From an optimization exercise on the open Yosys and OpenROAD flow, aimed at small area; shortcuts taken in it are not production practice. At most, simulation tests tie the RTL to the original design; equivalence was not proved. Only the layout flow was run in runs 2 to 4; the RTL was not checked for function there. No activity file was given, so power comes from the tool's default toggle rates.

File: flow/run.sh
#!/bin/bash
# synth_recipe.tcl (not shown) runs the flow's synth.tcl, then flattens the netlist and writes it again
# the make line also repeats each setting of config.mk as NAME=value (left out here)
make -C /OpenROAD-flow-scripts/flow DESIGN_CONFIG=/design/flow/config.mk WORK_HOME=/design/flow/orfs CLKGATE_MAP_FILE= SYNTH_SCRIPT=/design/flow/synth_recipe.tcl finish
File: flow/config.mk
export PLATFORM = sky130hd
export DESIGN_NAME = TopLevelModule
export DESIGN_NICKNAME = TopLevelModule
export VERILOG_FILES = /design/flow/design.v
export SDC_FILE = /design/flow/constraint.sdc
export NUM_CORES = 4
export LEC_CHECK = 0
export CAP_MARGIN = 20
export CORE_MARGIN = 2
export CORE_UTILIZATION = 40
export SLEW_MARGIN = 20
File: flow/constraint.sdc
create_clock -name core_clock -period 10.0 [get_ports {clk}]
set_input_delay 2.0000 -clock core_clock [delete_from_list [all_inputs] [get_ports {clk}]]
set_output_delay 2.0000 -clock core_clock [all_outputs]
set_load 0.01 [all_outputs]
File: flow/design.v
module InputProcessor (
    input clk,               
    input [2:0] switches,    
    input confirm_key1,       
input confirm_key2,
    input reset_key,       
    output reg [2:0] column, 
    output reg confirm1,       
output reg confirm2,
    output reg reset        
);
    always @(posedge clk) begin
        column <= switches; 
    end
    always @(posedge clk) begin
        confirm1 <= !confirm_key1; 
	confirm2 <= !confirm_key2;
        reset <= !reset_key;      
    end
endmodule
module gameLogic(
    input clk,
    input reset,
    input [2:0] column,
    input player,
    input confirm_move,
    output reg [1:0] win,
    output reg [1:0] winner
);
    reg [83:0] grid;
    reg [83:0] grid_next;
    reg token_placed;
    reg confirm_prev;
    reg [1:0] win_next;
    wire [1:0] token = player ? 2'b01 : 2'b10;
    wire place = confirm_move && !confirm_prev;
    integer i, j;
function automatic [1:0] checkWin(input [83:0] g, input [1:0] playerToken);
    integer col, row, count, i;
begin
    checkWin = 2'b00;
    for (row = 0; row < 6; row = row + 1) begin
        count = 0;
        for (col = 0; col < 7; col = col + 1) begin
            if (g[(col*6+row)*2 +: 2] == playerToken) begin
                count = count + 1;
                if (count == 4) begin
                    checkWin = 2'b01;
                end
            end else count = 0;
        end
    end
    for (col = 0; col < 7; col = col + 1) begin
        count = 0;
        for (row = 0; row < 6; row = row + 1) begin
            if (g[(col*6+row)*2 +: 2] == playerToken) begin
                count = count + 1;
                if (count == 4) begin
                    checkWin = 2'b01;
                end
            end else count = 0;
        end
    end
    for (row = 0; row < 3; row = row + 1) begin
        for (col = 0; col < 4; col = col + 1) begin
            count = 0;
            for (i = 0; i < 4; i = i + 1) begin
                if (g[((col+i)*6+(row+i))*2 +: 2] == playerToken) begin
                    count = count + 1;
                    if (count == 4) begin
                        checkWin = 2'b01;
                    end
                end else count = 0;
            end
        end
    end
    for (row = 3; row < 6; row = row + 1) begin
        for (col = 0; col < 4; col = col + 1) begin
            count = 0;
            for (i = 0; i < 4; i = i + 1) begin
                if (g[((col+i)*6+(row-i))*2 +: 2] == playerToken) begin
                    count = count + 1;
                    if (count == 4) begin
                        checkWin = 2'b01;
                    end
                end else count = 0;
            end
        end
    end
end
endfunction
    always @* begin
        grid_next = grid;
        token_placed = 0;
        for (i = 0; i < 7; i = i + 1) begin
            if (column == i) begin
                for (j = 0; j < 6; j = j + 1) begin
                    if (!token_placed && grid[(i*6+j)*2 +: 2] == 2'b00) begin
                        grid_next[(i*6+j)*2 +: 2] = token;
                        token_placed = 1;
                    end
                end
            end
        end
        win_next = checkWin(grid_next, token);
    end
    always @(posedge clk) begin
        confirm_prev <= confirm_move;
    end
    always @(posedge clk or posedge reset) begin
        if (reset) begin
            grid <= 84'd0;
            win <= 2'b00;
            winner <= 2'b00;
        end else if (place && token_placed) begin
            grid <= grid_next;
            win <= win_next;
            winner <= win_next[0] ? token : 2'b00;
        end
    end
endmodule
module control(
    input clk,                 
    input reset,               
    input [2:0] column_select, 
    input confirm_move1,
    input confirm_move2,       
    output reg [1:0] current_player, 
    output reg game_over,      
	 output [1:0] winner
);
    parameter IDLE_STATE = 3'b000,
              PLAYER1_TURN = 3'b001,
              PLAYER2_TURN = 3'b010,
              CHECK_MOVE = 3'b011,
				  win_state = 3'b100;
    reg [2:0] state; 
wire confirm_move = (current_player==2'b01)?confirm_move1:confirm_move2;
    wire [1:0]win;
    gameLogic game_logic(
        .clk(clk),
        .reset(reset),
        .column(column_select),
        .player(current_player == 2'b01), 
        .confirm_move(confirm_move),
        .win(win),
		  .winner(winner)
    );
    always @(posedge clk or posedge reset) begin
        if (reset) begin
            state <= IDLE_STATE;
            current_player <= 2'b01;  
            game_over <= 0;
        end
        else begin
            case (state)
                IDLE_STATE: begin
                    if (confirm_move) begin
                        state <= CHECK_MOVE;
                    end
                end
                PLAYER1_TURN: begin
                    if (confirm_move) begin
                        state <= CHECK_MOVE;
                    end
                end
                PLAYER2_TURN: begin
                    if (confirm_move) begin
                        state <= CHECK_MOVE;
                    end
                end
                CHECK_MOVE: begin
                    if (win) begin
                        state <= win_state; 
                    end else begin
                        current_player <= (current_player == 2'b01) ? 2'b10 : 2'b01;
                        state <= (current_player == 2'b01) ? PLAYER1_TURN : PLAYER2_TURN;
                    end
                end
					 win_state: begin
					 game_over <= 1; 
					 end
                default: state <= IDLE_STATE;
            endcase
        end
    end
endmodule
module TopLevelModule(
    input clk,                    
    input [2:0] switches,        
    input confirm_key1,   
input confirm_key2,     
    input reset_key,            
    output [1:0] player_led,     
    output [1:0] winner_led           
);
    wire [2:0] column_select;
    wire confirm_move1;
wire confirm_move2;
    wire reset_game;
    wire [1:0] current_player;
    wire game_over;
    InputProcessor input_proc(
        .clk(clk),
        .switches(switches),
        .confirm_key1(confirm_key1),
        .confirm_key2(confirm_key2),
        .reset_key(reset_key),
        .column(column_select),
        .confirm1(confirm_move1),
.confirm2(confirm_move2),
        .reset(reset_game)
    );
    control control_unit(
        .clk(clk),
        .reset(reset_game),
        .column_select(column_select),
        .confirm_move1(confirm_move1),
        .confirm_move2(confirm_move2),
        .current_player(current_player),
        .game_over(game_over), .winner(winner_led)
    );
    assign player_led = current_player;
endmodule
==> flow_summary.ini, run 1 <==
[status]
status = finished clean

[detailed_routing]
avgRoutedWirePerCell_microns = 20.6
dr.pass1.iters = 5
wl_microns = 25100
dr_total_vias = 7655
remaining_drc_errors = 0
drtIter0Drc = 672
drtAntennaViolNets = 0
via_per_inst = 6.28

[cts]
clock_latency_ns = 0.36
cts-root-buf = clkbuf_16
cts_sinks = 99
path_clk_slew_ns = 0.07
cts_buffer_depth = 2
cts_hold_buf = 0
tritoncts = yes
cts-resized-gates = 0
cts_buffers = 9
ctsHtreeMaxLevel = 3
cts_setup_buffers = 0

[setup_path]
crit_slowest_cell = dfstp_2
path_buf_inv = 2
cp.required_ns = 10.23
path_cells = nor2b_4 > buf_4 > mux2i_1 > nand2_1 > nor2_1 > ha_1 > and2_1 > ha_1 > and2_1 > ha_1 > inv_1 > o32a_1 > o2111ai_1 > nor4_1 > nand4_1 > a2111oi_4 > a21oi_1
cp_num_cells = 17
arrival_ns = 6.04
reg2reg_slack_ns = 4.19
critPathMaxStageDelay_ns = 0.72
end_kind = register
r2r_end = control_unit.game_logic.winner[1]
start_kind = register
r2r-start = control_unit.current_player[0]
path_common_cell = ha_1
critPathCapture = control_unit.game_logic.winner[1]
cp_max_fo = 46
path_delay_family = simple AND/OR/NAND/NOR gates
worstSetupStartpoint = control_unit.current_player[0]
critical_path_class = reg -> reg
reg2reg_depth = 17

[synthesis]
synthArstFlopShare = 0.929
synthFlopType = dfrtp_1
ys_seq_elements = 99
synth_edf_count = 0
syn-instance-count = 955
avgSynthCellArea_sq_um = 8.46
synth_warnings = 3
synth.distinct_cells = 97
seq_area_frac_synth = 0.303
synth_area_sq_um = 8080
synth_fp_nets = 1002

[placed_design]
port_buffers = 10
place_hpwl_microns = 18900
gp_congestion = 1.01

[pwr]
power_leakage_nw = 3.82
clkPwrFrac = 0.167
sw_frac_of_total = 0.482
peakVddDrop_v = 0.000134
sequentialPowerShare = 0.235
internal-power_w = 0.00116
switchingPower_w = 0.00108
pwr-share-comb = 0.599
p_per_area_nw_per_um2 = 257

[final_layout]
regArea_sq_um = 2440
layout-drive-gt1-share = 0.0912
fill_cells = 2024
num_antenna_cells = 0
final_nets = 996
areaGrowthSynthToFinish_pct = 8.32
multi_input_area_sq_um = 5180

[timing]
period_minus_slack_ns = 5.81
fin_skew_ns = 0.00584
hold_violations = 0
finalSetupTns_ns = 0
rsz0062_at_grt = no
hold_ws_ns = 0.222
slew_viol_final = 0
setup_violations = 0
maxClockFrequency_mhz = 172
finalCritPeriodShare = 0.581
worst_slew_pin_slew_ns = 0.907
max_slew_margin = 0.396

[global_routing]
first_global_vias = 7211
antenna_found_initial = 0
grt_max_degree = 58
grt_first_pass_wirelength_microns = 40300
overflow = 0
grt_use_total = 0.238

[job]
cap_violations = 0

[hold_path]
hold_class = reg -> async

[floorplanning]
ios = 11
num_rows = 51
fp.dieH_microns = 146
start_util = 0.411
coreArea_sq_um = 19700
fp.dieArea_sq_um = 21300
die_w_microns = 146
## cells by family (layout without fill, tap and decap cells)
kind of cell | Yosys count | in the layout | share of synthesized area
DFF | 99 | 99 | 0.303
buffers and inverters | 116 | 115 | 0.0576
and+or+nand+nor | 357 | 357 | 0.236
AOI/OAI and AO/OA | 314 | 314 | 0.304
adders and majority gates | 40 | 40 | 0.0620
muxes | 23 | 23 | 0.0293
xor gates and xnor gates | 6 | 6 | 0.00821
## power by group through the flow
| stage | registers [W] | clock network, W | logic [W] |
|---|---|---|---|
| after floorplan | 0.000494 | 0 | 0.000968 |
| after global routing | 0.000537 | 0.000400 | 0.00147 |
| final | 0.000527 | 0.000374 | 0.00134 |
| after detailed placement | 0.000530 | 0 | 0.00131 |
| after CTS | 0.000524 | 0.000381 | 0.00132 |
| after global placement | 0.000529 | 0 | 0.00131 |
## layout make-up
type | instances | area share
Inverter | 78 | 0.0338
Sequential cell | 99 | 0.279
Tap cell | 265 | 0.0379
Clock buffer | 11 | 0.0289
Multi-Input combinational cell | 740 | 0.592
Timing Repair Buffer | 21 | 0.0209
Clock inverter | 5 | 0.00687
## state kept, by name, indices dropped and copies added, names as in the netlist
name                                  flops
control_unit.game_logic.confirm_prev      1
input_proc.column                         3
control_unit.game_logic.winner            2
control_unit.current_player               2
input_proc.confirm2                       1
control_unit.state                        3
input_proc.confirm1                       1
input_proc.reset                          1
control_unit.game_logic.grid             84
control_unit.game_logic.win               1
## stage by stage
step / worst slack, ns / instances / instance area, sq um / util / total power (W)
floorplan: 5.31 / 955 / 8080 / - / 0.00146
global placement: 4.56 / 1203 / 8430 / 0.429 / 0.00184
detailed placement: 4.32 / 1203 / 8430 / 0.429 / 0.00184
CTS: 4.31 / 1219 / 8750 / 0.445 / 0.00223
global route: 3.80 / 1219 / 8750 / 0.445 / 0.00240
finish: 4.19 / 1219 / 8750 / 0.445 / 0.00224
## cells in the mapped netlist (13+ instances only)
| cell type | number | share of area |
|---|---|---|
| nand2b_1 | 13 | 0.010 |
| nor2_1 | 105 | 0.049 |
| a21o_1 | 15 | 0.014 |
| a21oi_1 | 29 | 0.018 |
| o21ai_0 | 30 | 0.019 |
| a31o_2 | 15 | 0.016 |
| nor3_1 | 17 | 0.011 |
| o31ai_1 | 39 | 0.036 |
| nand2_1 | 61 | 0.028 |
| dfrtp_1 | 91 | 0.28 |
| inv_1 | 78 | 0.036 |
| o22ai_1 | 15 | 0.012 |
| nand3_1 | 16 | 0.0099 |
| clkbuf_1 | 20 | 0.0093 |
| and2_1 | 29 | 0.022 |
| mux2i_1 | 18 | 0.022 |
| nor2b_1 | 15 | 0.012 |
| ha_1 | 40 | 0.062 |
## per-layer routing
layer	global-route usage	vias up	routed length, microns
met1	0.336	3720	11700
met5	0	-	0
met4	0.0908	0	844
met3	0.0347	47	1370
met2	0.368	255	11200
li1	-	3633	-
## cells in the final DEF (no fill, tap or decap), types with 17 or more instances in the layout
cell type  netlist  routed
a21oi_1         29      27
and2_1          29      29
o31ai_1         39      39
nor3_1          17      17
ha_1            40      40
nand2_1         61      61
inv_1           78      77
dfrtp_1         91      91
o21ai_0         30      30
nor2_1         105     105
mux2i_1         18      18
## how the worst min path moves through the flow
stage	startpoint	end	slack, ns	depth (start not counted)
floorplan	control_unit.game_logic.confirm_prev	control_unit.game_logic.grid[81]	0.41	1
global placement	input_proc.reset	control_unit.game_logic.grid[23]	0.24	1
detailed placement	input_proc.reset	control_unit.game_logic.grid[23]	0.25	1
CTS	input_proc.reset	control_unit.game_logic.grid[23]	0.25	1
global route	input_proc.reset	control_unit.game_logic.grid[23]	0.29	1
finish	input_proc.reset	control_unit.game_logic.grid[23]	0.22	1
==> run 2, diff against run 1 <==
==> flow/design.v (replaced) <==
module InputProcessor (
    input clk,
    input [2:0] switches,
    input confirm_key1,
    input confirm_key2,
    input reset_key,
    output reg [2:0] column,
    output reg confirm1,
    output reg confirm2,
    output reg reset
);
    always @(posedge clk) begin
        column <= switches;
        confirm1 <= !confirm_key1;
        confirm2 <= !confirm_key2;
        reset <= !reset_key;
    end
endmodule
module gameLogic(
    input clk,
    input clear,
    input [2:0] column,
    input p2,
    input place,
    output placed,
    output line
);
    reg [48:0] board;           
    reg [41:0] mine;            
    reg [48:0] board_next;
    reg [6:0] sel;
    reg any;
    integer c, r, k;
    function automatic mc(input [41:0] m, input integer cc, input integer rr);
        mc = m[cc*6+rr];
    endfunction
    reg found;
    always @* begin
        any = 1'b0;
        for (c = 0; c < 7; c = c + 1) begin
            sel[c] = (column == c) && !board[c*7+6];
            any = any | sel[c];
        end
        board_next = board;
        for (c = 0; c < 7; c = c + 1) begin
            for (r = 0; r < 6; r = r + 1) begin
                mine[c*6+r] = ((|(board[c*7 +: 7] >> (r+1))) && (board[c*7+r] == p2))
                            || (sel[c] && board[c*7+r] && !(|(board[c*7 +: 7] >> (r+1))));
                if (sel[c] && board[c*7+r] && !(|(board[c*7 +: 7] >> (r+1)))) begin
                    board_next[c*7+r] = p2;
                    board_next[c*7+r+1] = 1'b1;
                end
            end
        end
        found = 1'b0;
        for (r = 0; r < 6; r = r + 1)
            for (c = 0; c < 4; c = c + 1)
                if (mc(mine,c,r) && mc(mine,c+1,r) && mc(mine,c+2,r) && mc(mine,c+3,r)) found = 1'b1;
        for (c = 0; c < 7; c = c + 1)
            for (r = 0; r < 3; r = r + 1)
                if (mc(mine,c,r) && mc(mine,c,r+1) && mc(mine,c,r+2) && mc(mine,c,r+3)) found = 1'b1;
        for (r = 0; r < 3; r = r + 1)
            for (c = 0; c < 4; c = c + 1) begin
                if (mc(mine,c,r) && mc(mine,c+1,r+1) && mc(mine,c+2,r+2) && mc(mine,c+3,r+3)) found = 1'b1;
                if (mc(mine,c,r+3) && mc(mine,c+1,r+2) && mc(mine,c+2,r+1) && mc(mine,c+3,r)) found = 1'b1;
            end
    end
    assign placed = any;
    assign line = found;
    always @(posedge clk) begin
        if (clear) begin
            for (c = 0; c < 7; c = c + 1) board[c*7 +: 7] <= 7'b0000001;
        end else if (place) begin
            board <= board_next;
        end
    end
endmodule
module control(
    input clk,
    input clear,
    input [2:0] column_select,
    input confirm_move1,
    input confirm_move2,
    output [1:0] player_led,
    output [1:0] winner_led
);
    reg chk, won, p2, confirm_prev;
    wire confirm_move = p2 ? confirm_move2 : confirm_move1;
    wire place = confirm_move && !confirm_prev;
    wire placed, line;
    gameLogic game_logic(
        .clk(clk),
        .clear(clear),
        .column(column_select),
        .p2(p2),
        .place(place),
        .placed(placed),
        .line(line)
    );
    always @(posedge clk) begin
        confirm_prev <= confirm_move;
    end
    always @(posedge clk) begin
        if (clear) begin
            chk <= 1'b0;
            won <= 1'b0;
            p2 <= 1'b0;
        end else begin
            chk <= !chk && !won && confirm_move;
            p2 <= p2 ^ (chk && !won);
            if (place && placed && line) won <= 1'b1;
        end
    end
    assign player_led = {p2, !p2};
    assign winner_led = {won && p2, won && !p2};
endmodule
module TopLevelModule(
    input clk,
    input [2:0] switches,
    input confirm_key1,
    input confirm_key2,
    input reset_key,
    output [1:0] player_led,
    output [1:0] winner_led
);
    wire [2:0] column_select;
    wire confirm_move1;
    wire confirm_move2;
    wire reset_game;
    InputProcessor input_proc(
        .clk(clk),
        .switches(switches),
        .confirm_key1(confirm_key1),
        .confirm_key2(confirm_key2),
        .reset_key(reset_key),
        .column(column_select),
        .confirm1(confirm_move1),
        .confirm2(confirm_move2),
        .reset(reset_game)
    );
    control control_unit(
        .clk(clk),
        .clear(reset_game | !reset_key),
        .column_select(column_select),
        .confirm_move1(confirm_move1),
        .confirm_move2(confirm_move2),
        .player_led(player_led),
        .winner_led(winner_led)
    );
endmodule
--- a/flow/config.mk
+++ b/flow/config.mk
@@ -7,2 +7,4 @@
 export LEC_CHECK = 0
+export ABC_AREA = 1
+export ABC_CLOCK_PERIOD_IN_PS = 10000
 export CAP_MARGIN = 20
==> flow_summary.ini, run 2 <==
[status]
status = finished clean

[timing]
worst_slew_pin_slew_ns = 0.759
finalSetupTns_ns = 0
finalCritPeriodShare = 0.400
period_minus_slack_ns = 4.00
rsz0062_at_grt = no
hold_violations = 0
fin_skew_ns = 0.00642
setup_violations = 0
max_slew_margin = 0.494
slew_viol_final = 0
hold_ws_ns = 0.429
maxClockFrequency_mhz = 250

[job]
cap_violations = 0

[cts]
cts_setup_buffers = 0
path_clk_slew_ns = 0.06
cts_buffers = 9
ctsHtreeMaxLevel = 3
tritoncts = yes
clock_latency_ns = 0.35
cts_buffer_depth = 2
cts_hold_buf = 0
cts_sinks = 59
cts-root-buf = clkbuf_16
cts-resized-gates = 0

[setup_path]
critical_path_class = reg -> out
path_delay_family = buffers and inverters
start_kind = register
path_buf_inv = 3
end_kind = output port
path_cells = buf_4 > nand2_1 > inv_1 > clkdlybuf4s50_1
cp.required_ns = 8.00
cp_max_fo = 59
critPathMaxStageDelay_ns = 0.59
arrival_ns = 2.00
crit_slowest_cell = buf_4

[final_layout]
mostFrequentLayoutCell = nand2_1
max_flop_register = control_unit.game_logic.board
final_cell_area_sq_um = 5130
num_antenna_cells = 0
final_cell_mix = nand2_1 (256), nor2_1 (150), nand3_1 (91), inv_1 (77), dfxtp_1 (58)
layout-drive-gt1-share = 0.0551
largest_reg_flops = 49
final_nets = 819
final_core_util = 0.455
areaGrowthSynthToFinish_pct = 12.3
reg_top3 = control_unit.game_logic.board x49, input_proc.column x3

[floorplanning]
ios = 11
num_rows = 39
start_util = 0.405
coreArea_sq_um = 11300
fp.dieArea_sq_um = 12300
die_w_microns = 111
fp.dieH_microns = 111

[synthesis]
synth_fp_nets = 818
syn-instance-count = 811
avgSynthCellArea_sq_um = 5.63
synth_area_sq_um = 4560
seq_area_frac_synth = 0.259
synthArstFlopShare = 0
synth_top_area_share = 0.259
synth_edf_count = 0
synth_most_common_cell = nand2_1
ys_seq_elements = 59
synth.distinct_cells = 31
synthTopCellsByArea = dfxtp_1 (26%), nand2_1 (21%), nor2_1 (12%)
synth_warnings = 3
synthFlopType = dfxtp_1
synth_commonest_cells = nand2_1 (256), nor2_1 (150), nand3_1 (91)
yosysTopAreaCell = dfxtp_1

[global_routing]
grt_use_total = 0.243
grt_first_pass_wirelength_microns = 24000
first_global_vias = 4829
overflow = 0
antenna_found_initial = 0
grt_max_degree = 60

[placed_design]
gp_congestion = 0.978
port_buffers = 10
dpl_cell_area_sq_um = 4780
place_hpwl_microns = 10200

[pwr]
p_per_area_nw_per_um2 = 126
peakVddDrop_v = 0.000104
power_leakage_nw = 2.42

[detailed_routing]
wl_microns = 14200
drtIter0Drc = 391
drtAntennaViolNets = 0
remaining_drc_errors = 0
dr.pass1.iters = 5
dr_total_vias = 5108
via_per_inst = 5.32
avgRoutedWirePerCell_microns = 14.8

[hold_path]
hold_class = reg -> reg
==> run 2: path summary, 6_finish.rpt <==
kind / cells past startpoint / slack, ns / end / start
worst max-delay path: 4 / 6.00 / winner_led[1] / control_unit.p2
worst min register to register: 1 / 0.43 / control_unit.chk / control_unit.chk
worst min-delay path: 1 / 0.43 / control_unit.chk / control_unit.chk
worst max register to register: 8 / 7.25 / control_unit.game_logic.board[30] / control_unit.p2
==> run 2: logic make-up (layout without fill, tap and decap cells) <==
| family | count (synthesis) | in the layout | share of synthesized area |
|---|---|---|---|
| AO/OA/AOI/OAI | 87 | 87 | 0.123 |
| flip-flops | 59 | 59 | 0.259 |
| buffers and inverters | 113 | 119 | 0.0979 |
| XOR/XNOR | 19 | 19 | 0.0365 |
| AND/OR/NAND/NOR | 533 | 533 | 0.484 |
==> run 2: worst register-to-register path, stage by stage, from the launching register on <==
cell      delay [ns]
dfxtp_2         0.33
buf_4           0.59
o21ai_1         0.26
nor2_2          0.12
buf_4           0.33
inv_2           0.34
nor4_1          0.41
nor2_1          0.07
a311oi_1        0.19
==> run 2: power breakdown <==
part | internal (W) | switching, W
combinational | 0.0000115 | 0.0000289
clock | 0.000243 | 0.000121
sequential | 0.000238 | 0.00000277
==> run 2: area by class of cell <==
type	count	area [sq um]
multi-input cells	639	2940
repair buffers	15	158
clock buffers	9	225
clock inverters	7	116
well taps	143	179
inverters	88	330
flip-flops and latches	59	1180
fillers	1170	6150
==> run 2: metrics by stage <==
step                instances  setup WS (ns)  power [W]
finish                    960           6.00   0.000644
global route              960           5.92   0.000663
CTS                       960           5.98   0.000650
detailed placement        944           5.81   0.000286
global placement          943           5.52   0.000284
floorplan                 811           6.77   0.000271
==> run 2: routing by layer <==
layer,up-vias,routed length [microns],global-route usage
li1,2628,-,-
met1,2297,6710,0.326
met2,152,6350,0.388
met3,31,701,0.0306
met4,0,420,0.114
met5,-,0,0
==> run 3, diff against run 2 <==
--- a/flow/design.v
+++ b/flow/design.v
@@ -22,3 +22,3 @@
     input [2:0] column,
-    input p2,
+    input turn,
     input place,
@@ -30,5 +30,6 @@
     reg [48:0] board_next;
+    reg [41:0] occ;
     reg [6:0] sel;
-    reg any;
-    integer c, r, k;
+    reg any, found;
+    integer c, r;
     function automatic mc(input [41:0] m, input integer cc, input integer rr);
@@ -36,3 +37,2 @@
     endfunction
-    reg found;
     always @* begin
@@ -42,12 +42,16 @@
             any = any | sel[c];
+            occ[c*6+5] = board[c*7+6];
+            for (r = 4; r >= 0; r = r - 1)
+                occ[c*6+r] = occ[c*6+r+1] | board[c*7+r+1];
         end
-        board_next = board;
         for (c = 0; c < 7; c = c + 1) begin
-            for (r = 0; r < 6; r = r + 1) begin
-                mine[c*6+r] = ((|(board[c*7 +: 7] >> (r+1))) && (board[c*7+r] == p2))
-                            || (sel[c] && board[c*7+r] && !(|(board[c*7 +: 7] >> (r+1))));
-                if (sel[c] && board[c*7+r] && !(|(board[c*7 +: 7] >> (r+1)))) begin
-                    board_next[c*7+r] = p2;
-                    board_next[c*7+r+1] = 1'b1;
-                end
+            for (r = 0; r < 6; r = r + 1)
+                mine[c*6+r] = board[c*7+r] && (occ[c*6+r] || sel[c]);
+            for (r = 0; r < 7; r = r + 1) begin
+                if (turn)
+                    board_next[c*7+r] = board[c*7+r] ^ (r < 6 ? occ[c*6+(r<6?r:0)] : 1'b0);
+                else if (place && r > 0)
+                    board_next[c*7+r] = board[c*7+r] | (sel[c] && board[c*7+r-1] && !occ[c*6+r-1]);
+                else
+                    board_next[c*7+r] = board[c*7+r];
             end
@@ -72,3 +76,3 @@
             for (c = 0; c < 7; c = c + 1) board[c*7 +: 7] <= 7'b0000001;
-        end else if (place) begin
+        end else begin
             board <= board_next;
@@ -94,3 +98,3 @@
         .column(column_select),
-        .p2(p2),
+        .turn(!clear && chk && !won),
         .place(place),
--- a/flow/config.mk
+++ b/flow/config.mk
@@ -9,5 +9,5 @@
 export ABC_CLOCK_PERIOD_IN_PS = 10000
-export CAP_MARGIN = 20
+export CAP_MARGIN = 0
 export CORE_MARGIN = 2
-export CORE_UTILIZATION = 40
-export SLEW_MARGIN = 20
+export CORE_UTILIZATION = 60
+export SLEW_MARGIN = 0
==> flow_summary.ini, run 3 <==
[job]
cap_violations = 0

[timing]
maxClockFrequency_mhz = 272
finalCritPeriodShare = 0.368
rsz0062_at_grt = no
hold_violations = 0
fin_skew_ns = 0.0100
setup_violations = 0
slew_viol_final = 0
period_minus_slack_ns = 3.68
worst_slew_pin_slew_ns = 0.752
finalSetupTns_ns = 0
max_slew_margin = 0.497

[global_routing]
antenna_found_initial = 0
grt_max_degree = 47
first_global_vias = 3959
overflow = 0
grt_use_total = 0.328
grt_first_pass_wirelength_microns = 19100

[final_layout]
final_cell_area_sq_um = 4320
areaGrowthSynthToFinish_pct = 8.58
num_antenna_cells = 0
max_flop_register = control_unit.game_logic.board
reg_top3 = control_unit.game_logic.board x49, input_proc.column x3
largest_reg_flops = 49
mostFrequentLayoutCell = nand2_1
final_cell_mix = nand2_1 (124), inv_1 (91), nor2_1 (63), dfxtp_1 (59)
layout-drive-gt1-share = 0.0534
final_nets = 656
final_core_util = 0.677

[floorplanning]
start_util = 0.624
fp.dieArea_sq_um = 7310
num_rows = 29
coreArea_sq_um = 6390
ios = 11
die_w_microns = 85.5
fp.dieH_microns = 85.5

[synthesis]
synth_top_area_share = 0.297
synth_area_sq_um = 3980
synth_warnings = 5
synth.distinct_cells = 23
yosysTopAreaCell = dfxtp_1
seq_area_frac_synth = 0.297
synth_edf_count = 0
synth_most_common_cell = nand2_1
synthArstFlopShare = 0
syn-instance-count = 608
synthFlopType = dfxtp_1
synthTopCellsByArea = dfxtp_1 (30%), nand2_1 (12%), ha_1 (11%)
ys_seq_elements = 59
avgSynthCellArea_sq_um = 6.55
synth_fp_nets = 650
synth_commonest_cells = nand2_1 (125), inv_1 (91), nor2_1 (64)

[setup_path]
path_buf_inv = 4
start_kind = primary input
cp_max_fo = 41
cp.required_ns = 10.27
path_delay_family = buffers and inverters
critical_path_class = in -> reg
path_cells = clkdlybuf4s50_1 > inv_1 > nor2_2 > buf_4 > inv_1 > nor2_1 > nor2_1 > nand3_1 > a21oi_1
end_kind = register
arrival_ns = 3.94
reg2reg_slack_ns = 6.99
critPathMaxStageDelay_ns = 0.42
crit_slowest_cell = nor2_1

[detailed_routing]
remaining_drc_errors = 0
drtAntennaViolNets = 0
drtIter0Drc = 480
avgRoutedWirePerCell_microns = 16.3
via_per_inst = 6.17
dr.pass1.iters = 6
wl_microns = 11400
dr_total_vias = 4288

[cts]
cts_buffer_depth = 2
ctsHtreeMaxLevel = 3
path_clk_slew_ns = 0.07
cts_buffers = 9
cts_hold_buf = 0
clock_latency_ns = 0.35
cts-resized-gates = 0
tritoncts = yes
cts_sinks = 59
cts-root-buf = clkbuf_8
cts_setup_buffers = 0

[placed_design]
gp_congestion = 1.10
dpl_cell_area_sq_um = 4130
place_hpwl_microns = 8370
port_buffers = 10

[pwr]
power_leakage_nw = 2.06
p_total_w = 0.000533
p_per_area_nw_per_um2 = 123
peakVddDrop_v = 0.0000973

[status]
status = finished clean

[hold_path]
hold_class = reg -> reg
-- run 3: metal layers --
layer | up-vias | share of wire | track usage
met5 | - | 0 | 0
met4 | 0 | 0.026 | 0.134
met3 | 27 | 0.083 | 0.0467
met2 | 202 | 0.46 | 0.527
met1 | 1991 | 0.43 | 0.442
li1 | 2068 | - | -
-- run 3: kinds of logic (layout without fill, tap and decap cells) --
| kind of cell | Yosys count | count (layout) | share of synthesized area |
|---|---|---|---|
| fa+ha+maj | 35 | 35 | 0.110 |
| buf+inv | 109 | 119 | 0.105 |
| compound gates | 103 | 103 | 0.144 |
| flops | 59 | 59 | 0.297 |
| simple gates | 302 | 302 | 0.345 |
-- run 3: report_power, final --
part | total (W) | switching, W | leakage [nW] | internal, W
Combinational | 0.0000681 | 0.0000457 | 1.48 | 0.0000224
Sequential | 0.000246 | 0.00000509 | 0.480 | 0.000240
Clock | 0.000220 | 0.0000991 | 0.0954 | 0.000120
-- run 3: worst register-to-register path: stages, from the launching register on --
cell and delay, ns:
dfxtp_1 0.33, inv_1 0.12, ha_1 0.22, ha_1 0.21, ha_1 0.21, ha_1 0.21, ha_1 0.19, inv_1 0.06
o21ai_0 0.46, nand2_1 0.10, nand3_1 0.18, nand2_1 0.08, nor2_1 0.08, nand2_1 0.06, nor2_1 0.10, nand3_1 0.12
nand2_1 0.11, a21oi_2 0.06
-- run 3: final cells by class --
| class | count | area, sq um |
|---|---|---|
| clock buffer | 11 | 141 |
| clock inverter | 4 | 51.3 |
| fill | 549 | 2060 |
| inverter | 91 | 342 |
| multi-input combinational | 440 | 2390 |
| sequential | 59 | 1180 |
| tap | 77 | 96.3 |
| timing repair buffer | 13 | 123 |
-- run 3: stage by stage --
step           setup slack, ns  instances  hold WS [ns]
5_1_grt                   6.12        695         0.479
2_1_floorplan             7.18        608         0.400
3_3_place_gp              6.13        680         0.436
6_report                  6.32        695         0.450
4_1_cts                   6.35        695         0.453
3_5_place_dp              5.99        680         0.443
-- run 3: worst paths after layout --
kind	start	to	cells after the start
worst max-delay path	reset_key	control_unit.game_logic.board[13]	9
worst min-delay path	control_unit.chk	control_unit.chk	1
worst max register to register	control_unit.game_logic.board[41]	control_unit.won	17
worst min register to register	control_unit.chk	control_unit.chk	1
==> run 4, diff against run 3 <==
--- a/flow/config.mk
+++ b/flow/config.mk
@@ -12,2 +12,5 @@
 export CORE_UTILIZATION = 60
+export CTS_BUF_LIST = sky130_fd_sc_hd__clkbuf_8
+export CTS_CLUSTER_DIAMETER = 300
+export CTS_CLUSTER_SIZE = 64
 export SLEW_MARGIN = 0
==> flow_summary.ini, run 4 <==
[pwr]
p_per_area_nw_per_um2 = 123
power_leakage_nw = 2.06
pwr-share-comb = 0.128
peakVddDrop_v = 0.0000970
p_total_w = 0.000532
sequentialPowerShare = 0.461
internal-power_w = 0.000382
sw_frac_of_total = 0.282
switchingPower_w = 0.000150
clkPwrFrac = 0.410

[floorplanning]
ios = 11
start_util = 0.624
die_w_microns = 85.5
num_rows = 29
fp.dieArea_sq_um = 7310
coreArea_sq_um = 6390
fp.dieH_microns = 85.5

[cts]
ctsHtreeMaxLevel = 3
cts-resized-gates = 0
tritoncts = yes
cts_sinks = 59
path_clk_slew_ns = 0.07
cts_buffers = 9
cts_buffer_depth = 2
cts_hold_buf = 0
clock_latency_ns = 0.35
cts_setup_buffers = 0
cts-root-buf = clkbuf_8

[setup_path]
path_cells = clkdlybuf4s50_1 > inv_1 > nor2_2 > buf_4 > inv_1 > nor2_1 > nor2_1 > nand3_1 > a21oi_1
path_delay_family = buffers and inverters
cp_max_fo = 41
cp.required_ns = 10.26
start_kind = primary input
crit_slowest_cell = nor2_1
arrival_ns = 3.98
path_buf_inv = 4
reg2reg_slack_ns = 7.02
reg2reg_depth = 17
r2r_end = control_unit.won
critPathCapture = control_unit.game_logic.board[13]
worstSetupStartpoint = reset_key
r2r-start = control_unit.game_logic.board[41]
critPathMaxStageDelay_ns = 0.44
end_kind = register
critical_path_class = in -> reg
cp_num_cells = 9

[timing]
setup_violations = 0
slew_viol_final = 0
finalSetupTns_ns = 0
period_minus_slack_ns = 3.72
rsz0062_at_grt = no
worst_slew_pin_slew_ns = 0.749
hold_violations = 0
maxClockFrequency_mhz = 269
finalCritPeriodShare = 0.372
max_slew_margin = 0.499
fin_skew_ns = 0.0107

[placed_design]
gp_congestion = 1.10
port_buffers = 10
place_hpwl_microns = 8370

[global_routing]
grt_max_degree = 47
overflow = 0
grt_use_total = 0.328
grt_first_pass_wirelength_microns = 19100
antenna_found_initial = 0
first_global_vias = 3959

[synthesis]
synth_top_area_share = 0.297
synthTopCellsByArea = dfxtp_1 (30%), nand2_1 (12%), ha_1 (11%)
synthArstFlopShare = 0
synthFlopType = dfxtp_1
syn-instance-count = 608
seq_area_frac_synth = 0.297
synth_edf_count = 0
synth_fp_nets = 650
synth.distinct_cells = 23
ys_seq_elements = 59
synth_commonest_cells = nand2_1 (125), inv_1 (91), nor2_1 (64)
synth_warnings = 5
yosysTopAreaCell = dfxtp_1
synth_most_common_cell = nand2_1
avgSynthCellArea_sq_um = 6.55
synth_area_sq_um = 3980

[final_layout]
fill_cells = 549
reg_top3 = control_unit.game_logic.board x49, input_proc.column x3
multi_input_area_sq_um = 2390
max_flop_register = control_unit.game_logic.board
regArea_sq_um = 1180
final_nets = 656
areaGrowthSynthToFinish_pct = 8.58
largest_reg_flops = 49
layout-drive-gt1-share = 0.0534
final_cell_mix = nand2_1 (124), inv_1 (92), nor2_1 (63), dfxtp_1 (59)
num_antenna_cells = 0
mostFrequentLayoutCell = nand2_1

[job]
cap_violations = 0

[hold_path]
hold_class = reg -> reg

[detailed_routing]
dr.pass1.iters = 6
drtIter0Drc = 482
drtAntennaViolNets = 0
remaining_drc_errors = 0
wl_microns = 11400
via_per_inst = 6.17
dr_total_vias = 4287
avgRoutedWirePerCell_microns = 16.4

[status]
status = finished clean
## run 4: how the worst min path moves through the flow
| stage | depth (start not counted) | slack [ns] | to | startpoint |
|---|---|---|---|---|
| floorplan | 1 | 0.40 | control_unit.chk | control_unit.chk |
| global placement | 1 | 0.44 | control_unit.chk | control_unit.chk |
| detailed placement | 1 | 0.44 | control_unit.chk | control_unit.chk |
| CTS | 1 | 0.45 | control_unit.chk | control_unit.chk |
| global route | 1 | 0.48 | control_unit.chk | control_unit.chk |
| finish | 1 | 0.45 | control_unit.chk | control_unit.chk |
## run 4: final cells by class
cell class,count,area share
Timing Repair Buffer,13,0.0284
Inverter,91,0.0790
Clock inverter,5,0.0127
Clock buffer,10,0.0318
Sequential cell,59,0.273
Multi-Input combinational cell,440,0.553
Tap cell,77,0.0223
## run 4: cell families (layout without fill, tap and decap cells)
family | count (synthesis) | in the layout | share of synthesized area
AOI/OAI and AO/OA | 103 | 103 | 0.144
and+or+nand+nor | 302 | 302 | 0.345
DFF | 59 | 59 | 0.297
adders and majority gates | 35 | 35 | 0.110
buffers and inverters | 109 | 119 | 0.105
## run 4: metal layers
| metal | wire, microns | global-route usage | vias up |
|---|---|---|---|
| met1 | 4950 | 0.442 | 1992 |
| li1 | - | - | 2068 |
| met5 | 0 | 0 | - |
| met4 | 293 | 0.134 | 0 |
| met3 | 869 | 0.0467 | 28 |
| met2 | 5260 | 0.527 | 199 |
## run 4: power groups by stage
| stage | combinational, W | sequential (W) | clock [W] |
|---|---|---|---|
| after detailed placement | 0.0000664 | 0.000251 | 0 |
| after global routing | 0.0000771 | 0.000246 | 0.000228 |
| after CTS | 0.0000671 | 0.000245 | 0.000218 |
| after global placement | 0.0000634 | 0.000250 | 0 |
| after floorplan | 0.0000498 | 0.000249 | 0 |
| final | 0.0000682 | 0.000246 | 0.000218 |
## run 4: per-stage QoR
step | cells | setup slack [ns] | utilization | area (sq um) | hold WS (ns)
after global placement | 680 | 6.13 | 0.647 | 4130 | 0.436
after CTS | 695 | 6.35 | 0.677 | 4320 | 0.453
after floorplan | 608 | 7.18 | - | 3980 | 0.400
final | 695 | 6.28 | 0.677 | 4320 | 0.449
after detailed placement | 680 | 5.99 | 0.647 | 4130 | 0.443
after global routing | 695 | 6.12 | 0.677 | 4320 | 0.479
==> run 5, diff against run 4 <==
==> flow/design.v (replaced) <==
module InputProcessor (
    input clk,
    input [2:0] switches,
    input confirm_key1,
    input confirm_key2,
    input reset_key,
    input next_p2,
    output reg [2:0] column,
    output reg confirm,
    output reg reset
);
    always @(posedge clk) begin
        column <= switches;
        confirm <= next_p2 ? !confirm_key2 : !confirm_key1;
        reset <= !reset_key;
    end
endmodule
module gameLogic(
    input clk,
    input clear,
    input [2:0] column,
    input turn,
    input place,
    output line
);
    reg [48:0] b;               
    reg [41:0] occ;             
    reg [41:0] m;               
    reg [48:0] d;
    reg found;
    integer c, r;
    always @* begin
        for (c = 0; c < 7; c = c + 1) begin
            occ[c*6+5] = b[c*7+6];
            for (r = 4; r >= 0; r = r - 1)
                occ[c*6+r] = occ[c*6+r+1] | b[c*7+r+1];
            for (r = 0; r < 6; r = r + 1)
                m[c*6+r] = b[c*7+r] & (occ[c*6+r] | (column == c));
            d[c*7] = clear | (b[c*7] ^ (turn & occ[c*6]));
            for (r = 1; r < 6; r = r + 1)
                d[c*7+r] = !clear & ((b[c*7+r] ^ (turn & occ[c*6+r])) |
                                     (place & (column == c) & b[c*7+r-1] & !occ[c*6+r]));
            d[c*7+6] = !clear & (b[c*7+6] | (place & (column == c) & b[c*7+5]));
        end
        found = 1'b0;
        for (r = 0; r < 6; r = r + 1)
            for (c = 0; c < 4; c = c + 1)
                if (m[c*6+r] & m[(c+1)*6+r] & m[(c+2)*6+r] & m[(c+3)*6+r]) found = 1'b1;
        for (c = 0; c < 7; c = c + 1)
            for (r = 0; r < 3; r = r + 1)
                if (m[c*6+r] & m[c*6+r+1] & m[c*6+r+2] & m[c*6+r+3]) found = 1'b1;
        for (r = 0; r < 3; r = r + 1)
            for (c = 0; c < 4; c = c + 1) begin
                if (m[c*6+r] & m[(c+1)*6+r+1] & m[(c+2)*6+r+2] & m[(c+3)*6+r+3]) found = 1'b1;
                if (m[c*6+r+3] & m[(c+1)*6+r+2] & m[(c+2)*6+r+1] & m[(c+3)*6+r]) found = 1'b1;
            end
    end
    assign line = found;
    always @(posedge clk) begin
        b <= d;
    end
endmodule
module control(
    input clk,
    input clear,
    input [2:0] column_select,
    input confirm_move,
    output next_p2,
    output [1:0] player_led,
    output [1:0] winner_led
);
    reg chk, won, p2, confirm_prev;
    wire place = confirm_move && !confirm_prev;
    wire turn = chk && !won;
    wire line;
    gameLogic game_logic(
        .clk(clk),
        .clear(clear),
        .column(column_select),
        .turn(turn),
        .place(place),
        .line(line)
    );
    assign next_p2 = !clear && (p2 ^ turn);
    always @(posedge clk) begin
        confirm_prev <= confirm_move;
    end
    always @(posedge clk) begin
        if (clear) begin
            chk <= 1'b0;
            won <= 1'b0;
        end else begin
            chk <= !chk && !won && confirm_move;
            won <= won || (place && line);
        end
        p2 <= next_p2;
    end
    assign player_led = {p2, !p2};
    assign winner_led = {won && p2, won && !p2};
endmodule
module TopLevelModule(
    input clk,
    input [2:0] switches,
    input confirm_key1,
    input confirm_key2,
    input reset_key,
    output [1:0] player_led,
    output [1:0] winner_led
);
    wire [2:0] column_select;
    wire confirm_move;
    wire reset_game;
    wire next_p2;
    InputProcessor input_proc(
        .clk(clk),
        .switches(switches),
        .confirm_key1(confirm_key1),
        .confirm_key2(confirm_key2),
        .reset_key(reset_key),
        .next_p2(next_p2),
        .column(column_select),
        .confirm(confirm_move),
        .reset(reset_game)
    );
    control control_unit(
        .clk(clk),
        .clear(reset_game | !reset_key),
        .column_select(column_select),
        .confirm_move(confirm_move),
        .next_p2(next_p2),
        .player_led(player_led),
        .winner_led(winner_led)
    );
endmodule
--- a/flow/config.mk
+++ b/flow/config.mk
@@ -12,5 +12,2 @@
 export CORE_UTILIZATION = 60
-export CTS_BUF_LIST = sky130_fd_sc_hd__clkbuf_8
-export CTS_CLUSTER_DIAMETER = 300
-export CTS_CLUSTER_SIZE = 64
 export SLEW_MARGIN = 0
==> flow_summary.ini, run 5 <==
[status]
status = finished clean

[detailed_routing]
via_per_inst = 5.55
remaining_drc_errors = 0
drtAntennaViolNets = 0
drtIter0Drc = 211
dr_total_vias = 4046
avgRoutedWirePerCell_microns = 14.5
wl_microns = 10600
dr.pass1.iters = 5

[global_routing]
grt_first_pass_wirelength_microns = 17800
overflow = 0
grt_use_total = 0.307
grt_max_degree = 50
first_global_vias = 3762
antenna_found_initial = 0

[floorplanning]
num_rows = 29
fp.dieH_microns = 84.5
fp.dieArea_sq_um = 7140
die_w_microns = 84.5
coreArea_sq_um = 6310
start_util = 0.616
ios = 11

[synthesis]
syn-instance-count = 634
synthFlopType = dfxtp_1
muxShareOfSynthArea = 0.00258
synth.distinct_cells = 31
yosysTopAreaCell = dfxtp_1
seq_area_frac_synth = 0.299
avgSynthCellArea_sq_um = 6.13
yosys.area_share.simple = 0.403
synth-xor-area-share = 0.0721
synth_edf_count = 0
synthTopCellsByArea = dfxtp_1 (30%), nand2_1 (14%), nor2_1 (11%)
synth_most_common_cell = nand2_1
synth_area_sq_um = 3890
synth_warnings = 3
synth_top_area_share = 0.299
ys_seq_elements = 58
synth_compound_area_frac = 0.129
synth_fp_nets = 641
synth-adder-area-share = 0
synth_top_family_by_area = simple AND/OR/NAND/NOR gates
synth_commonest_cells = nand2_1 (146), nor2_1 (109), inv_1 (81)
synthArstFlopShare = 0

[timing]
fin_skew_ns = 0.00677
period_minus_slack_ns = 4.14
worst_slew_pin_slew_ns = 0.610
rsz0062_at_grt = no
max_slew_margin = 0.591
setup_violations = 0
finalCritPeriodShare = 0.414
slew_viol_final = 0
finalSetupTns_ns = 0
maxClockFrequency_mhz = 241
hold_violations = 0

[setup_path]
cp_max_fo = 23
start_kind = primary input
arrival_ns = 4.38
end_kind = register
critical_path_class = in -> reg
cp.required_ns = 10.23

[cts]
clock_latency_ns = 0.34
ctsHtreeMaxLevel = 3
tritoncts = yes
cts_sinks = 58
cts_setup_buffers = 0
cts_hold_buf = 0
cts_buffer_depth = 2
cts-root-buf = clkbuf_8
cts-resized-gates = 0
cts_buffers = 9
path_clk_slew_ns = 0.07

[placed_design]
port_buffers = 10
dpl_cell_area_sq_um = 4060
gp_congestion = 0.991
place_hpwl_microns = 8110

[pwr]
power_leakage_nw = 1.89
p_per_area_nw_per_um2 = 109
peakVddDrop_v = 0.0000916

[final_layout]
areaGrowthSynthToFinish_pct = 9.14
num_antenna_cells = 0
reg_top3 = control_unit.game_logic.b x49, input_proc.column x3
layout-drive-gt1-share = 0.0690
mostFrequentLayoutCell = nand2_1
fill_cells = 606
max_flop_register = control_unit.game_logic.b
final_nets = 654
final_cell_mix = nand2_1 (145), nor2_1 (109), inv_1 (81), nand3_1 (63), dfxtp_1 (58)
final_cell_area_sq_um = 4240
largest_reg_flops = 49

[job]
cap_violations = 0

[hold_path]
hold_class = reg -> reg
## run 5: cell type report
type                       count  area (sq um)  share of cell area
clock inverter                 2          10.0             0.00236
sequential                    58          1160               0.274
inverter                      87           327              0.0770
timing repair buffer          12           115              0.0271
clock buffer                  14           173              0.0407
multi-input combinational    479          2360               0.556
tap                           77          96.3              0.0227
## run 5: per-stage QoR
stage / power (W) / utilization / setup slack (ns) / instances / hold slack (ns)
2_1_floorplan: 0.000257 / - / 6.89 / 634 / 0.331
3_3_place_gp: 0.000266 / 0.643 / 5.61 / 713 / 0.338
3_5_place_dp: 0.000267 / 0.643 / 5.51 / 713 / 0.337
4_1_cts: 0.000465 / 0.672 / 5.85 / 729 / 0.351
5_1_grt: 0.000476 / 0.672 / 5.58 / 729 / 0.353
6_report: 0.000461 / 0.672 / 5.86 / 729 / 0.351
## run 5: cells by family after synthesis
kind of cell	after synthesis
multiplexers	1
flip-flops	58
buffers and inverters	97
XOR/XNOR	32
AND/OR/NAND/NOR	358
AO/OA/AOI/OAI	88
## run 5: power by group
group	total, W	leakage, nW	internal (W)	switching, W
Sequential	0.000235	0.470	0.000233	0.00000229
Combinational	0.0000264	1.32	0.00000759	0.0000188
Clock	0.000199	0.0965	0.000110	0.0000898
Total	0.000461	1.89	0.000350	0.000111
## run 5: worst max-delay path, stage by stage
cell,delay [ns]
clkdlybuf4s50_1,0.45
inv_1,0.04
nor2_1,0.46
clkinv_1,0.69
buf_4,0.43
a221oi_1,0.27
## run 5: metal layers
metal  vias to the layer above  GRT usage  share of wire
met5                         -          0              0
met4                         0      0.127          0.032
met3                        25     0.0531          0.053
met2                       125      0.508           0.47
met1                      1834      0.395           0.45
li1                       2062          -              -
## run 5: worst paths after layout
kind,startpoint,endpoint,slack [ns],depth (start not counted)
worst min register to register,input_proc.confirm,control_unit.confirm_prev,0.35,0
worst max register to register,input_proc.reset,control_unit.game_logic.b[22],7.71,4
worst max-delay path,reset_key,control_unit.game_logic.b[22],5.86,6
worst min-delay path,input_proc.confirm,control_unit.confirm_prev,0.35,0
==> run 6, diff against run 5 <==
==> flow/flow/run.sh (new file) <==
#!/bin/bash
# Own layout flow: the standard flow (standard.sh) with three changes that
# only affect area: synthesis maps with an area-oriented ABC script
# (flow/area.abc) instead of ORFS's abc_area.script, the port buffers are the
# smallest buffer, and clock tree synthesis adds no dummy loads.
# Everything else, including the standard flow's synthesis script, is unchanged.
set -euo pipefail
W=$(pwd)
F=$W/flow
CTS=${CTS_OVERRIDE:-"-sink_clustering_enable -repair_clock_nets -dont_use_dummy_load"}
# The standard flow's synthesis script, with yosys's abc command wrapped so it runs area.abc
{
  echo 'proc abc {args} {'
  echo '  set i [lsearch -exact $args -script]'
  echo "  if {\$i >= 0} { lset args [expr {\$i + 1}] {$F/area.abc} }"
  echo '  yosys abc {*}$args'
  echo '}'
  cat "$W/synth_recipe.tcl"
} > "$W/area_synth.tcl"
bash "$W/standard.sh" SYNTH_SCRIPT="$W/area_synth.tcl" \
  BUFFER_PORTS_ARGS="-buffer_cell sky130_fd_sc_hd__buf_1" \
  CTS_ARGS="$CTS" \
  finish > "$W/standard_flow.log" 2>&1
==> flow/flow/area.abc (new file) <==
strash
&get -n
&deepsyn -T 60
&dch -f
&nf -a -R 1000
&put
==> flow/standard.sh (new file) <==
#!/bin/bash
# synth_recipe.tcl (not shown) runs the flow's synth.tcl, then flattens the netlist and writes it again
# the make line also repeats each setting of config.mk as NAME=value (left out here)
make -C /OpenROAD-flow-scripts/flow DESIGN_CONFIG=/design/flow/config.mk WORK_HOME=/design/flow/orfs CLKGATE_MAP_FILE= SYNTH_SCRIPT=/design/flow/synth_recipe.tcl "${@:-finish}"
removed: flow/run.sh
==> flow_summary.ini, run 6 <==
[timing]
hold_violations = 0
finalSetupTns_ns = 0
setup_violations = 0
fin_skew_ns = 0.00780
max_slew_margin = 0.438
period_minus_slack_ns = 3.80
slew_viol_final = 0
maxClockFrequency_mhz = 263
finalCritPeriodShare = 0.380
rsz0062_at_grt = no
worst_slew_pin_slew_ns = 0.836

[cts]
cts-root-buf = clkbuf_8
ctsHtreeMaxLevel = 3
cts_sinks = 58
cts_hold_buf = 0
cts_buffer_depth = 2
clock_latency_ns = 0.34
path_clk_slew_ns = 0.06
tritoncts = yes
cts_buffers = 9
cts_setup_buffers = 0
cts-resized-gates = 0

[floorplanning]
coreArea_sq_um = 5110
fp.dieArea_sq_um = 5920
fp.dieH_microns = 76.9
start_util = 0.625
ios = 11
num_rows = 26
die_w_microns = 76.9

[final_layout]
layout-drive-gt1-share = 0.0296
max_flop_register = control_unit.game_logic.b
final_core_util = 0.676
reg_top3 = control_unit.game_logic.b x49, input_proc.column x3
num_antenna_cells = 0
fill_cells = 477
mostFrequentLayoutCell = dfxtp_1
final_nets = 448
final_cell_mix = dfxtp_1 (58), a21oi_1 (56), o21ai_0 (53), nor2_1 (49), nand2_1 (31)
largest_reg_flops = 49
areaGrowthSynthToFinish_pct = 8.19

[hold_path]
hold_class = reg -> reg

[detailed_routing]
via_per_inst = 6.36
drtAntennaViolNets = 0
dr_total_vias = 3237
avgRoutedWirePerCell_microns = 15.9
dr.pass1.iters = 5
remaining_drc_errors = 0
drtIter0Drc = 272
wl_microns = 8100

[global_routing]
first_global_vias = 2854
antenna_found_initial = 0
grt_max_degree = 64
grt_first_pass_wirelength_microns = 13500
grt_use_total = 0.286
overflow = 0

[setup_path]
start_kind = primary input
cp_max_fo = 31
arrival_ns = 4.06
cp.required_ns = 10.26
critical_path_class = in -> reg
end_kind = register

[pwr]
peakVddDrop_v = 0.0000862
p_per_area_nw_per_um2 = 120
power_leakage_nw = 1.22

[synthesis]
synth_area_sq_um = 3190
synthFlopType = dfxtp_1
synth_commonest_cells = dfxtp_1 (58), a21oi_1 (56), o21ai_0 (53)
synth_top_area_share = 0.364
syn-instance-count = 419
synth_warnings = 3
seq_area_frac_synth = 0.364
ys_seq_elements = 58
synth_edf_count = 0
synth.distinct_cells = 38
synth_most_common_cell = dfxtp_1
avgSynthCellArea_sq_um = 7.62
synthArstFlopShare = 0
yosysTopAreaCell = dfxtp_1
synthTopCellsByArea = dfxtp_1 (36%), a21oi_1 (8.8%), o21ai_0 (8.3%)
synth_fp_nets = 426

[status]
status = finished clean

[placed_design]
place_hpwl_microns = 5750
gp_congestion = 1.00
port_buffers = 10

[job]
cap_violations = 0
==> run 6: cell type report <==
cell class,count,area (sq um),share of cell area
tap,70,87.6,0.0254
multi-input combinational,348,1980,0.574
inverter,12,45.0,0.0130
sequential,58,1160,0.336
timing repair buffer,12,52.6,0.0152
clock buffer,9,124,0.0359
==> run 6: worst max-delay path, stage by stage <==
cell and delay [ns]:
buf_1 0.09, clkinv_1 0.09, nor2_2 0.10, buf_4 0.32
nand2_1 0.12, or2_0 0.42, nor3_1 0.62, a22oi_1 0.15
a21oi_1 0.16
==> run 6: cell families after synthesis <==
group                  count (synthesis)  share of synthesized area
AND/OR/NAND/NOR                      150                      0.225
multiplexers                           1                    0.00314
XOR/XNOR                              23                     0.0631
AO/OA/AOI/OAI                        174                      0.329
flip-flops                            58                      0.364
buffers and inverters                 13                     0.0165
==> run 6: final timing paths <==
kind,from,endpoint,slack (ns),cells after the start
min,input_proc.confirm,control_unit.confirm_prev,0.36,0
max reg2reg,control_unit.game_logic.b[20],control_unit.won,6.99,10
max,reset_key,control_unit.game_logic.b[46],6.20,9
min reg2reg,input_proc.confirm,control_unit.confirm_prev,0.36,0
==> run 6: per-stage QoR <==
stage / worst slack (ns) / hold slack, ns / area (sq um) / std cells / total power, W
2_1_floorplan: 5.73 / 0.331 / 3190 / 419 / 0.000253
3_3_place_gp: 5.92 / 0.357 / 3330 / 500 / 0.000259
3_5_place_dp: 5.86 / 0.350 / 3330 / 500 / 0.000260
4_1_cts: 6.20 / 0.359 / 3450 / 509 / 0.000415
5_1_grt: 5.90 / 0.360 / 3450 / 509 / 0.000425
6_report: 6.20 / 0.357 / 3450 / 509 / 0.000413
==> run 6: power by group <==
part	switching [W]	leakage, nW	internal, W	total [W]
Clock	0.0000783	0.0647	0.0000798	0.000158
Sequential	0.00000206	0.470	0.000233	0.000235
Combinational	0.0000141	0.685	0.00000579	0.0000199
==> run 6: per-layer routing <==
metal  routed length, microns  track usage  vias up
li1                         -            -     1595
met1                     3650        0.380     1486
met2                     3700        0.452      130
met3                      567       0.0647       26
met4                      184        0.111        0
met5                        0            0        -
==> run 7, diff against run 6 <==
--- a/flow/design.v
+++ b/flow/design.v
@@ -2,3 +2,2 @@
     input clk,
-    input [2:0] switches,
     input confirm_key1,
@@ -7,9 +6,9 @@
     input next_p2,
-    output reg [2:0] column,
-    output reg confirm,
+    output confirm,
+    output reg confirm_prev,
     output reg reset
 );
+    assign confirm = next_p2 ? !confirm_key2 : !confirm_key1;
     always @(posedge clk) begin
-        column <= switches;
-        confirm <= next_p2 ? !confirm_key2 : !confirm_key1;
+        confirm_prev <= confirm;
         reset <= !reset_key;
@@ -37,3 +36,3 @@
             for (r = 0; r < 6; r = r + 1)
-                m[c*6+r] = b[c*7+r] & (occ[c*6+r] | (column == c));
+                m[c*6+r] = b[c*7+r] & occ[c*6+r];
             d[c*7] = clear | (b[c*7] ^ (turn & occ[c*6]));
@@ -65,4 +64,6 @@
     input clear,
-    input [2:0] column_select,
+    input board_clear,
+    input [2:0] column,
     input confirm_move,
+    input confirm_prev,
     output next_p2,
@@ -71,26 +72,18 @@
 );
-    reg chk, won, p2, confirm_prev;
-    wire place = confirm_move && !confirm_prev;
-    wire turn = chk && !won;
+    reg chk, won, p2;
     wire line;
+    wire next_chk = !clear && !chk && !won && confirm_prev;
+    wire next_won = !clear && line;
+    assign next_p2 = !clear && (p2 ^ (chk && !won));
     gameLogic game_logic(
         .clk(clk),
-        .clear(clear),
-        .column(column_select),
-        .turn(turn),
-        .place(place),
+        .clear(board_clear),
+        .column(column),
+        .turn(next_chk && !next_won),
+        .place(confirm_move && !confirm_prev),
         .line(line)
     );
-    assign next_p2 = !clear && (p2 ^ turn);
     always @(posedge clk) begin
-        confirm_prev <= confirm_move;
-    end
-    always @(posedge clk) begin
-        if (clear) begin
-            chk <= 1'b0;
-            won <= 1'b0;
-        end else begin
-            chk <= !chk && !won && confirm_move;
-            won <= won || (place && line);
-        end
+        chk <= next_chk;
+        won <= next_won;
         p2 <= next_p2;
@@ -109,4 +102,4 @@
 );
-    wire [2:0] column_select;
     wire confirm_move;
+    wire confirm_prev;
     wire reset_game;
@@ -115,3 +108,2 @@
         .clk(clk),
-        .switches(switches),
         .confirm_key1(confirm_key1),
@@ -120,4 +112,4 @@
         .next_p2(next_p2),
-        .column(column_select),
         .confirm(confirm_move),
+        .confirm_prev(confirm_prev),
         .reset(reset_game)
@@ -127,4 +119,6 @@
         .clear(reset_game | !reset_key),
-        .column_select(column_select),
+        .board_clear(!reset_key),
+        .column(switches),
         .confirm_move(confirm_move),
+        .confirm_prev(confirm_prev),
         .next_p2(next_p2),
==> flow_summary.ini, run 7 <==
[status]
status = finished clean

[timing]
worst_slew_pin_slew_ns = 0.910
finalSetupTns_ns = 0
fin_skew_ns = 0.0155
hold_violations = 0
setup_violations = 0
hold_ws_ns = 0.452
maxClockFrequency_mhz = 228
rsz0062_at_grt = no
period_minus_slack_ns = 4.38
max_slew_margin = 0.392
slew_viol_final = 0
finalCritPeriodShare = 0.438

[pwr]
p_per_area_nw_per_um2 = 109
power_leakage_nw = 0.864
p_total_w = 0.000345
peakVddDrop_v = 0.0000643

[final_layout]
final_nets = 417
mostFrequentLayoutCell = dfxtp_1
areaGrowthSynthToFinish_pct = 6.90
final_cell_mix = dfxtp_1 (54), nand2_1 (49), a21oi_1 (45), nor2_1 (42), o21ai_0 (41)
fill_cells = 447
num_antenna_cells = 0
layout-drive-gt1-share = 0.0196
fin_cells = 475
max_flop_register = control_unit.game_logic.b
largest_reg_flops = 49
final_core_util = 0.669

[synthesis]
synth.distinct_cells = 41
synthTopCellsByArea = dfxtp_1 (36%), a21oi_1 (7.6%), o21ai_0 (6.9%)
yosys.area_share.simple = 0.270
yosysTopAreaCell = dfxtp_1
synth_commonest_cells = dfxtp_1 (54), nand2_1 (49), a21oi_1 (45)
ys_seq_elements = 54
synth_edf_count = 0
synth_fp_nets = 398
synth_top_family_by_area = compound AO/OA/AOI/OAI gates
synthArstFlopShare = 0
synth-xor-area-share = 0.0177
synth_top_area_share = 0.363
synth_most_common_cell = dfxtp_1
synth_compound_area_frac = 0.332
muxShareOfSynthArea = 0.00336
seq_area_frac_synth = 0.363
synth_warnings = 3
synth_area_sq_um = 2980
synth-adder-area-share = 0
synthFlopType = dfxtp_1
avgSynthCellArea_sq_um = 7.61
syn-instance-count = 391

[detailed_routing]
dr.pass1.iters = 7
drtAntennaViolNets = 0
remaining_drc_errors = 0
drtIter0Drc = 273
wl_microns = 8030
via_per_inst = 6.72
avgRoutedWirePerCell_microns = 16.9
dr_total_vias = 3191

[global_routing]
grt_max_degree = 43
grt_use_total = 0.300
first_global_vias = 2718
overflow = 0
grt_first_pass_wirelength_microns = 13000
antenna_found_initial = 0

[cts]
cts_buffer_depth = 2
cts_setup_buffers = 0
path_clk_slew_ns = 0.09
clock_latency_ns = 0.31
cts_hold_buf = 0
ctsHtreeMaxLevel = 2
cts-resized-gates = 0
tritoncts = yes
cts-root-buf = clkbuf_8
cts_buffers = 5
cts_sinks = 54

[setup_path]
worstSetupStartpoint = control_unit.game_logic.b[34]
critical_path_class = reg -> reg
cp.required_ns = 10.25
cp_max_fo = 16
r2r-start = control_unit.game_logic.b[34]
end_kind = register
reg2reg_slack_ns = 5.62
arrival_ns = 4.63
start_kind = register

[placed_design]
gp_congestion = 0.985
place_inst = 470
port_buffers = 10
place_hpwl_microns = 5720

[floorplanning]
die_w_microns = 74.4
ios = 11
num_rows = 25
start_util = 0.626
fp.dieH_microns = 74.4
fp.dieArea_sq_um = 5540
coreArea_sq_um = 4750

[job]
cap_violations = 0

[hold_path]
hold_class = reg -> reg
min_from = control_unit.chk
-- run 7: changes by cell type in the layout (fill, tap and decap cells not counted), moves of 13 or more --
cell	change
a32oi_1	+13
nand2_1	+18
xor2_1	-15
a22oi_1	-15
-- run 7: kinds of logic after synthesis --
group / count (synthesis)
AO/OA/AOI/OAI: 154
AND/OR/NAND/NOR: 166
buffers and inverters: 10
XOR/XNOR: 6
flip-flops: 54
multiplexers: 1
-- run 7: power by group --
group | switching, W | leakage, nW | internal, W
Combinational | 0.0000115 | 0.392 | 0.00000415
Sequential | 0.00000160 | 0.436 | 0.000216
Clock | 0.0000662 | 0.0359 | 0.0000453
Total | 0.0000793 | 0.864 | 0.000266
-- run 7: final timing paths --
kind                                                      end  depth (start not counted)
worst max-delay path            control_unit.game_logic.b[36]                         13
worst min-delay path                         control_unit.chk                          1
worst max register to register  control_unit.game_logic.b[36]                         13
worst min register to register               control_unit.chk                          1
-- run 7: per-stage QoR --
stage          setup WS (ns)  area (sq um)
3_3_place_gp            5.44          3110
6_report                5.62          3180
2_1_floorplan           6.16          2980
3_5_place_dp            5.41          3110
4_1_cts                 5.72          3180
5_1_grt                 5.33          3180
-- run 7: layer usage --
metal	global-route usage	share of wire	vias to the layer above
met5	0	0	-
met4	0.101	0.021	0
met3	0.0474	0.070	22
met2	0.458	0.45	134
met1	0.431	0.46	1473
li1	-	-	1562
-- run 7: area by class of cell --
cell class,count,area (sq um),area share
multi-input cells,327,1850,0.583
flip-flops and latches,54,1080,0.340
well taps,67,83.8,0.0264
clock buffers,5,68.8,0.0216
repair buffers,13,60.1,0.0189
inverters,9,33.8,0.0106
-- run 7: critical path, stage by stage (launching register included) --
cell,delay (ns)
dfxtp_1,0.36
or3_1,0.50
or3_1,0.44
o21ai_0,0.55
o22a_1,0.23
a221oi_1,0.07
o221ai_1,0.21
o2111ai_1,0.16
a211oi_1,0.37
and2_0,0.64
buf_4,0.33
o21ai_0,0.15
nand2b_1,0.17
a21oi_1,0.13

==> port drivers added, routing unchanged <==
How much do the figures lean on ideal ports? The routed layouts below were timed once more, with nothing changed but the port constraints. Step 1, drivers: a clkbuf_16 drives clk and a buf_2 each remaining input, both assumed. Step 2, shift: input delay + t, output delay - t, t = (earliest + latest rising clock arrival at the registers) / 2. This alone moves slack from input paths to output paths. a / b / c = no drivers / after step 1 / after step 2; a / b = the first two.
run | t (ns) | setup slack, ns | worst hold slack (ns) | latest minus earliest clock arrival (ns) | worst register clock-pin slew, ns
run 1 | 0.402 | 4.195 / 4.195 / 4.195 | 0.222 / 0.222 / 0.222 | 0.006 / 0.006 | 0.07 / 0.07
run 2 | 0.383 | 6.004 / 5.963 / 5.730 | 0.429 / 0.429 / 0.429 | 0.006 / 0.006 | 0.06 / 0.06
run 3 | 0.374 | 6.324 / 6.332 / 5.957 | 0.450 / 0.450 / 0.450 | 0.011 / 0.011 | 0.07 / 0.07
run 4 | 0.372 | 6.283 / 6.290 / 5.918 | 0.449 / 0.449 / 0.449 | 0.010 / 0.011 | 0.07 / 0.07
run 5 | 0.362 | 5.857 / 5.859 / 5.497 | 0.351 / 0.351 / 0.351 | 0.009 / 0.008 | 0.07 / 0.07
run 6 | 0.362 | 6.197 / 6.205 / 5.842 | 0.357 / 0.357 / 0.357 | 0.008 / 0.007 | 0.06 / 0.06
run 7 | 0.334 | 5.617 / 5.617 / 5.380 | 0.452 / 0.452 / 0.452 | 0.016 / 0.016 | 0.09 / 0.09
After both steps setup and hold are still met in every run listed. The setup slack of run 3, which loses most, moves by +0.008 ns with the drivers and by -0.367 ns with both steps.
